This is an optimization exercise on Yosys and OpenROAD, whose aim is small area, a short achievable clock period and few clock cycles, not a production implementation.
Where RTL was checked, it was by simulation tests only, not by an equivalence proof against the original.
Power and IR drop assume default switching activity.

// nlp16af
module nlp16af(
    input   logic           i_clk,
    input   logic           i_rst_n,
    output  logic           o_wr,
    output  logic           o_rd,
    input   logic   [15:0]  i_bus,
    output  logic   [15:0]  o_bus,
    output  logic   [15:0]  o_address
);
Settings: LEC_CHECK=0, CAP_MARGIN=60, CORE_MARGIN=2, CORE_UTILIZATION=40, SLEW_MARGIN=60, SYNTH_HIERARCHICAL=1; clock period 12.0 ns.
standard.sh (not shown) runs the stock make flow with config.mk's settings and CLKGATE_MAP_FILE= SYNTH_SCRIPT=/design/flow/synth_recipe.tcl, a recipe that flattens the netlist after the stock synthesis.
==> flow/flow/run.sh <==
#!/bin/bash
# Layout flow: the standard flow, with a faster buffer on each port.
set -o pipefail
export BUFFER_PORTS_ARGS="-buffer_cell sky130_fd_sc_hd__buf_4"
bash standard.sh > standard.log 2>&1
Next try:
--- a/flow/design.v
+++ b/flow/design.v
@@ -208,28 +208,19 @@
     assign is_st   = opc == 4'h9;
     assign is_ldst = is_ld | is_st;
     assign is_call = opc == 4'hB;
     assign is_pop  = opc == 4'hC;
     assign is_push = opc == 4'hD;
     assign is_alu  = ~(is_ldst | is_call | is_pop | is_push);
     assign ra1_mem = ra1 == 4'hB;
     assign ra1_ip  = ra1 == 4'hD;
     assign aluop   = (opc[3:2] == 2'b00) ? ir1[13:8] : {2'b00, ir1[11:8]};
-    logic           cc_c, cc_z, cc_s, cc_inv;
-    always_ff @(posedge i_clk) begin
-        if (s_f1) begin
-            cc_c   <= i_bus[7:5] == 3'd4;
-            cc_z   <= i_bus[7:5] == 3'd6;
-            cc_s   <= i_bus[7:5] == 3'd7;
-            cc_inv <= i_bus[4];
-        end
-    end
-    assign cnd     = ((cc_c & fc) | (cc_z & fz) | (cc_s & fs)) ^ cc_inv;
+    assign cnd     = cond_ok(ir1[7:4], fc, fs, fz);
     logic           is_mov;
     always_comb begin
         case (aluop)
             6'h0A, 6'h09, 6'h1B, 6'h18, 6'h06, 6'h12, 6'h14, 6'h16,
             6'h20, 6'h24, 6'h22, 6'h30, 6'h34, 6'h32: is_mov = 1'b0;
             default:                                 is_mov = 1'b1;
         endcase
     end
     logic           ej;
Outcome:
- worst setup slack is better by 0.027 ns
- worst hold slack degrades by 0.032 ns
- cell count stays flat
- utilization stays flat
- final area hardly moves
- global-route usage went down by 1.9 points
Testbench counts after the change, summed over its fixed seeds: cycles 83,608.
The RTL of the first run of this note was laid out without a check of its function.

onyx:
nlp16af, a different RTL version from the one above (not shown whole).
Size: about 290 flip-flops, ~52 I/O pins, roughly 16000 sq um of cells after synthesis.
## nlp16af
module nlp16af(
    input   logic           i_clk,
    input   logic           i_rst_n,
    output  logic           o_wr,
    output  logic           o_rd,
    input   logic   [15:0]  i_bus,
    output  logic   [15:0]  o_bus,
    output  logic   [15:0]  o_address
);
clock: 12.0 ns
lec_check: 0
cap_margin: 40
core_margin: 2
core_utilization: 40
cts_cluster_diameter: 150
cts_cluster_size: 25
slew_margin: 40
synth_hierarchical: 1
==> flow/flow/run.sh <==
#!/bin/bash
# Layout flow: the standard flow, with a faster buffer on each port and timing repair
# aiming at a 4.5 ns period.
set -o pipefail
export BUFFER_PORTS_ARGS="-buffer_cell sky130_fd_sc_hd__buf_4"
export SETUP_SLACK_MARGIN=7.5
bash standard.sh > standard.log 2>&1
Testbench counts of onyx, summed over its fixed seeds: cycles 83,608.
Input changes introduced in yarrow (baseline for comparison: onyx):
--- a/flow/design.v
+++ b/flow/design.v
@@ -141,32 +141,24 @@
                   | ({16{i_sel[10]}} & i_f)
                   | ({16{i_sel[11]}} & i_mem));
     assign o_n3 = ~(({16{i_sel[12]}} & i_adr)
                   | ({16{i_sel[13]}} & i_ip)
                   | ({16{i_sel[14]}} & i_sp));
 endmodule
 module rport_f (
     input   logic   [15:0]  i_n0, i_n1, i_n2, i_n3,
     output  logic   [15:0]  o_data
 );
     assign o_data = ~(i_n0 & i_n1 & i_n2 & i_n3);
 endmodule
-module owr (
-    input   logic   i_wr, i_wrc,
-    input   logic   i_c, i_z, i_s, i_inv,
-    input   logic   i_fc, i_fz, i_fs,
-    output  logic   o_wr
-);
-    assign o_wr = i_wr & (~i_wrc | (((i_c & i_fc) | (i_z & i_fz) | (i_s & i_fs)) ^ i_inv));
-endmodule
 import common_pkg::*;
 module nlp16af(
     input   logic           i_clk,
     input   logic           i_rst_n,
     output  logic           o_wr,
     output  logic           o_rd,
     input   logic   [15:0]  i_bus,
     output  logic   [15:0]  o_bus,
     output  logic   [15:0]  o_address
 );
     logic           rst;
     assign rst = ~i_rst_n;
@@ -430,26 +422,25 @@
     logic   [15:0]  res;
     logic           c_o, s_o, z_o;
     ALU alu (
         .i_a(a), .i_b(b), .i_t(t), .i_bpos(bpos), .i_bneg(bneg), .i_cin(cin), .i_arith(arith),
         .i_subdec(subdec), .i_logic(lgc), .i_left(left), .i_right(right), .i_rol(rol),
         .i_msb(sar), .i_ror(ror), .i_zero(rst),
         .o_res(res), .o_c(c_o), .o_s(s_o), .o_z(z_o)
     );
     logic   ld_mls, pop_ok;
     assign ld_mls = s_mls & e_ld & (e_ra1 != 4'hB);
     assign pop_ok = s_mpp & is_pop & cnd;
     assign o_rd   = rd_q;
-    owr owr_u (.i_wr(wr_q), .i_wrc(wrc_q), .i_c(cc_c), .i_z(cc_z), .i_s(cc_s), .i_inv(cc_inv),
-               .i_fc(fc), .i_fz(fz), .i_fs(fs), .o_wr(o_wr));
+    assign o_wr   = wr_q & (~wrc_q | cnd);
     assign o_bus  = a_bus;
     assign o_address = ({16{asel[0]}} & ip) | ({16{asel[1]}} & adr) | ({16{asel[2]}} & sp);
     logic           ldsel, bsel;
     logic   [15:0]  wd;
     assign ldsel = ld_mls | (pop_ok & ~ra1_mem);
     assign bsel  = (ldsel | s_f2 | s_f3) & ~rst;
     assign wd    = res | (i_bus & {16{bsel}});       
     logic   [3:0]   wdest;
     logic           wen;
     assign wdest = x_adr ? 4'hC : (s_mls ? e_ra1 : ra1);
     assign wen   = x_ra1 | x_adr | ldsel;
     logic   [15:0]  we;
- o_bus[8] as the capturing element of the worst setup path was reported by yarrow, and o_address[9] by onyx.
- As of yarrow, cell count after synthesis had fallen slightly compared to onyx.
- Global routing met3 resource utilization delta for yarrow relative to onyx: 1.0 points lower
- Compared with onyx, yarrow shows non-clock buffer count in the final layout higher by 20%.
- [compare] base=onyx new=yarrow: total congestion overflow after global routing level, post-layout instance area went up.
- [compare] base=onyx new=yarrow: post-route total power rose by about 4.6%; hold violation total from the final report barely changed; shortest clock period the worst path allows after layout decreased 0.043 ns.
- [yarrow] share of total power in combinational logic rose 3.7 points relative to onyx
- Taking onyx as the reference, in yarrow multiplexer share of the synthesized area roughly the same; post-synthesis compound-gate area fraction higher.
- | worst hold slack across all endpoints | yarrow vs onyx | ≈ equal |
Testbench counts of yarrow, summed over its fixed seeds: cycles 83,608.

Setup of build 90:
Another version of the RTL of nlp16af (not shown whole).
Size: ~1,500 cells after synthesis, about 290 flip-flops, about 52 I/O pins, about 16,000 sq um of cells after synthesis.
Settings: LEC_CHECK=0, CAP_MARGIN=60, CORE_MARGIN=2, CORE_UTILIZATION=40, SLEW_MARGIN=60, SYNTH_HIERARCHICAL=1; clock period 12.0 ns.
==> flow/flow/run.sh <==
#!/bin/bash
# Layout flow: the standard flow, with a faster buffer on each port.
set -o pipefail
export BUFFER_PORTS_ARGS="-buffer_cell sky130_fd_sc_hd__buf_4"
bash standard.sh > standard.log 2>&1
Testbench counts of build 90, summed over its fixed seeds: cycles 83,608.
diff inputs: build 90 => trial 80
--- a/flow/design.v
+++ b/flow/design.v
@@ -47,19 +47,18 @@
     input   logic           i_cin,       
     input   logic           i_arith,     
     input   logic           i_subdec,    
     input   logic           i_logic,     
     input   logic           i_left,      
     input   logic           i_right,     
     input   logic           i_rol,       
     input   logic           i_msb,       
     input   logic           i_ror,       
-    input   logic           i_zero,      
     output  logic   [15:0]  o_res,
     output  logic           o_c,
     output  logic           o_s,
     output  logic           o_z
 );
     logic [15:0] bx, lu, g, sh, nsum, k;
     logic [16:0] c;
     always_comb begin
         for (int i = 0; i < 16; i++) begin
@@ -67,19 +66,19 @@
             lu[i] = i_t[{i_a[i], i_b[i]}];
         end
     end
     assign g = i_a & bx;
     assign k = i_a | bx;
     carry16 cy (.i_g(g), .i_p(k), .i_cin(i_cin), .o_c(c));
     assign sh   = ({16{i_left}}  & {i_a[14:0], i_rol & i_a[15]})
                 | ({16{i_right}} & {(i_msb & i_a[15]) | (i_ror & i_a[0]), i_a[15:1]});
     assign nsum = lu | sh;
-    assign o_res = (nsum & {16{~i_zero}}) ^ ({16{i_arith & ~i_zero}} & c[15:0]);
+    assign o_res = nsum ^ ({16{i_arith}} & c[15:0]);
     logic zero16, z_arith;
     assign zero16  = (lu[0] == i_cin) && (lu[15:1] == k[14:0]);
     assign z_arith = ~zero16 | (k[15] ^ i_subdec);
     assign o_z = i_arith ? z_arith : (i_logic | (|nsum));
     assign o_c = i_logic | (i_arith & (c[16] ^ i_subdec));
     assign o_s = ~o_res[15];
 endmodule
 module regsel (
     input   logic   [3:0]   i_f,
@@ -422,22 +421,28 @@
         end
     end
     always_ff @(posedge i_clk) begin
         if (rst) {t, bpos, bneg, cin, arith, subdec, lgc, left, right, rol, sar, ror} <= '0;
         else     {t, bpos, bneg, cin, arith, subdec, lgc, left, right, rol, sar, ror} <=
                  {nt, nbpos, nbneg, ncin, narith, nsubdec, nlgc, nleft, nright, nrol, nsar, nror};
     end
     logic   [15:0]  res;
     logic           c_o, s_o, z_o;
+    logic   [3:0]   t_r;
+    logic           arith_r, left_r, right_r;
+    assign t_r     = t & {4{~rst}};
+    assign arith_r = arith & ~rst;
+    assign left_r  = left & ~rst;
+    assign right_r = right & ~rst;
     ALU alu (
-        .i_a(a), .i_b(b), .i_t(t), .i_bpos(bpos), .i_bneg(bneg), .i_cin(cin), .i_arith(arith),
-        .i_subdec(subdec), .i_logic(lgc), .i_left(left), .i_right(right), .i_rol(rol),
-        .i_msb(sar), .i_ror(ror), .i_zero(rst),
+        .i_a(a), .i_b(b), .i_t(t_r), .i_bpos(bpos), .i_bneg(bneg), .i_cin(cin), .i_arith(arith_r),
+        .i_subdec(subdec), .i_logic(lgc), .i_left(left_r), .i_right(right_r), .i_rol(rol),
+        .i_msb(sar), .i_ror(ror),
         .o_res(res), .o_c(c_o), .o_s(s_o), .o_z(z_o)
     );
     logic   ld_mls, pop_ok;
     assign ld_mls = s_mls & e_ld & (e_ra1 != 4'hB);
     assign pop_ok = s_mpp & is_pop & cnd;
     assign o_rd   = rd_q;
     assign o_wr   = wr_q & (~wrc_q | cnd);
     assign o_bus  = a_bus;
     assign o_address = ({16{asel[0]}} & ip) | ({16{asel[1]}} & adr) | ({16{asel[2]}} & sp);
Findings:
Trial 80 finished every step from synthesis to the final layout, and the layout passed the timing, design-rule and antenna checks. Compared trial 80 vs build 90, and proportion of power drawn by the clock network is down in trial 80. Trial 80 vs. build 90: wire length on met2 now sits lower, fmax now sits lower, largest net degree at the start of global routing now sits higher, number of buffers created by CTS now sits higher. Trial 80 ends up with lower overall via count from detail_route than build 90 does.
No functional check of the RTL was part of trial 80.

## re-timing with driven ports
Ports are ideal in the flow. The routed layouts listed here were re-timed in OpenROAD.
Step 1: set_driving_cell puts a clkbuf_16 on i_clk and a buf_2 on each other input, an assumption about the parent block.
Step 2 also shifts input and output timing later by t, the mid clock arrival at the registers, as if the neighbouring blocks saw the same clock.
a / b / c = ideal ports / drivers / drivers and shift; a / b = the first two.
| run | t, ns | slack for setup (ns) | worst setup path after step 2 |
|---|---|---|---|
| the first run of note 1 | 0.572 | 7.130 / 7.078 / 7.545 | input to register |
| the second run of note 1 | 0.587 | 7.157 / 7.107 / 7.247 | input to register |
| onyx | 0.579 | 7.460 / 7.402 / 7.602 | register to register |
| yarrow | 0.562 | 7.503 / 7.451 / 7.141 | input to register |
| build 90 | 0.593 | 7.222 / 7.166 / 7.515 | input to register |
| trial 80 | 0.585 | 7.155 / 7.180 / 6.594 | input to register |
After both steps setup and hold are still met in every run listed. For trial 80, which loses most, drivers alone change the setup slack by +0.025 ns; drivers and shift together by -0.561 ns.
